Context: an optimization exercise on an open-source flow, tuned for small area. The choices shown serve that exercise and are no tape-out recipe. Only simulation tests tie the RTL to the original design; equivalence was not proved. No activity file was given, so power comes from the tool's default toggle rates.

## wip/maple
## mojo_top
module mojo_top(
    input clk,
    input rst_n,
    input [23:0] io_dip,
    output [23:0] io_led,
    output [7:0] led,
    output data_out
    );
wire rst = ~rst_n;
wire [7:0] num_leds = io_dip[7:0];
localparam [19:0] DIV_TC = 20'h13BDC;
reg [19:0] div;
reg flash;
wire div_tc = (div == DIV_TC);
always @(posedge clk) begin
  if (rst | div_tc) div <= 20'h00000;
  else div <= {~div[18:0], ~(div[19] ^ div[16])};
  if (rst) flash <= 1'b0;
  else if (div_tc) flash <= ~flash;
end
assign io_led = flash ? 24'h3F3F3F : 24'h000000;
localparam [11:0] K_IDLE0 = 12'd1537;
localparam [11:0] K_RST0  = 12'd2631;
reg [11:0] k;
reg rmode;
reg fbit;
wire ready  = ~k[11] & k[10] & k[9] & k[1];    
wire idle2  = ready & k[0];                     
wire ws_reset;
always @(posedge clk) begin
  if (rst) k <= K_IDLE0;
  else if (idle2) k <= ws_reset ? K_RST0 : 12'd0;
  else k <= k + 12'd1;
  if (idle2) begin
    rmode <= ws_reset;
    fbit <= flash;
  end
end
wire [5:0] ph = k[5:0];
wire [2:0] bi = k[8:6];
wire dbit = fbit & (bi[2] | bi[1]);
wire hi = dbit ? (ph <= 6'd40) : (ph <= 6'd20);
wire past_end = k[10] & k[9] & (k[1] | k[0]);   
assign data_out = ~rmode & ~past_end & hi;
reg [1:0] state, next_state;
reg [7:0] led_index;
reg load;
wire st_write = ~state[1] & state[0];
wire li_en = ready & st_write;             
wire li_ld = rst | (ready & state[1]);     
wire [8:0] li_inc = {1'b0, led_index} + {8'd0, li_en};
wire [7:0] nl_n = ~num_leds;
wire [8:0] lc;
assign lc[0] = 1'b1;
genvar gi;
generate for (gi = 0; gi < 8; gi = gi + 1) begin : lchain
  assign lc[gi+1] = (li_inc[gi] & nl_n[gi]) | (lc[gi] & (li_inc[gi] | nl_n[gi]));
end endgenerate
wire last_led = (num_leds != 8'd0) & (li_inc[8] | lc[8]);
assign ws_reset = load & (ready ? state[1] : ~state[1] & ~state[0]);
always @(posedge clk) begin
  led_index <= li_ld ? 8'd1 : li_inc[7:0];
  if (rst) begin
    state <= 2'd0;
    next_state <= 2'd0;
  ...
For scale: roughly 48 flip-flops.
clock: 20.0 ns
lec_check: 0
cap_margin: 20
core_margin: 2
core_utilization: 40
slew_margin: 20
standard.sh (not shown) runs the stock make flow with config.mk's settings and CLKGATE_MAP_FILE= SYNTH_SCRIPT=/design/flow/synth_recipe.tcl, a recipe that flattens the netlist after the stock synthesis.
==> flow/flow/run.sh <==
#!/bin/bash
# Standard ORFS layout (the standard.sh), with two changes:
#  - port buffers use the smallest buffer cell instead of the default choice;
#  - clock tree built from the cells in flow/cts_args.txt, without dummy loads.
set -euo pipefail
export BUFFER_PORTS_ARGS="-buffer_cell sky130_fd_sc_hd__buf_1"
export CTS_ARGS="$(cat flow/cts_args.txt)"
bash standard.sh finish > flow_orfs.log 2>&1
==> flow/flow/cts_args.txt <==
-sink_clustering_enable -repair_clock_nets -dont_use_dummy_load -buf_list sky130_fd_sc_hd__clkbuf_8
--- input diff wip/maple..wip/raven ---
==> flow/flow/cts_args.txt <==
-sink_clustering_enable -sink_clustering_size 50 -sink_clustering_max_diameter 400 -dont_use_dummy_load -repair_clock_nets -buf_list sky130_fd_sc_hd__clkbuf_16
### Flow results
Switching portion of total power: wip/raven and wip/maple compared, lower one is wip/raven
Mean post-synth cell area: wip/maple vs wip/raven — no meaningful difference
Compared with wip/maple, wip/raven shows a higher clock power share.
Looking at maximum resistive drop on vdd, wip/raven sits above wip/maple.
Internal power of wip/raven exceeds that of wip/maple by more than 10%.
Sequential standard cell area of wip/maple is on par with wip/raven.
Across wip/raven and wip/maple, none had a timing, DRC or antenna violation.
Looking at wip/raven and wip/maple, the critical path data arrival time is a wash.
Edits applied to the flow inputs when going from wip/raven to wip/cedar:
- ABC_AREA: unset -> 1
==> flow/flow/cts_args.txt <==
-sink_clustering_enable -repair_clock_nets -dont_use_dummy_load -buf_list sky130_fd_sc_hd__clkbuf_8
==> comparison <==
As of wip/cedar, overall power of the completed layout had fallen by a little under 10% compared to wip/raven.
Looking only at clock network fraction of design power, and setting everything else aside, the lower value of wip/cedar and wip/raven goes to wip/cedar.
After detailed routing, wip/raven needs more wire than wip/cedar.
In the flow results for wip/cedar and wip/raven, the post-route worst hold slack is smaller on wip/raven.
On leakage power figure, wip/cedar does worse than wip/raven.

[afterwards: timing with drivers on the ports]
Ports are ideal in the flow. The routed layouts listed here were re-timed in OpenROAD. Step 1 sets driving cells, clkbuf_16 on the clock port and buf_2 on the other inputs (assumed; they add their load-dependent delay and slew). Step 2, shift: input delay + t, output delay - t, t = (earliest + latest rising clock arrival at the registers) / 2. This alone moves slack from input paths to output paths. a / b / c = no drivers / after step 1 / after step 2; a / b = the first two.
| run | t (ns) | setup WS [ns] | worst hold slack (ns) | slew at the worst register clock pin (ns) | cell pins on the clock port's net |
|---|---|---|---|---|---|
| wip/maple | 0.310 | 14.088 / 14.063 / 14.373 | 0.397 / 0.397 / 0.397 | 0.09 / 0.09 | 1 |
| wip/raven | 0.307 | 14.100 / 14.068 / 14.375 | 0.403 / 0.403 / 0.403 | 0.06 / 0.06 | 1 |
| wip/cedar | 0.310 | 14.231 / 14.206 / 14.516 | 0.410 / 0.410 / 0.410 | 0.09 / 0.09 | 1 |
After both steps every run listed still meets setup and hold.
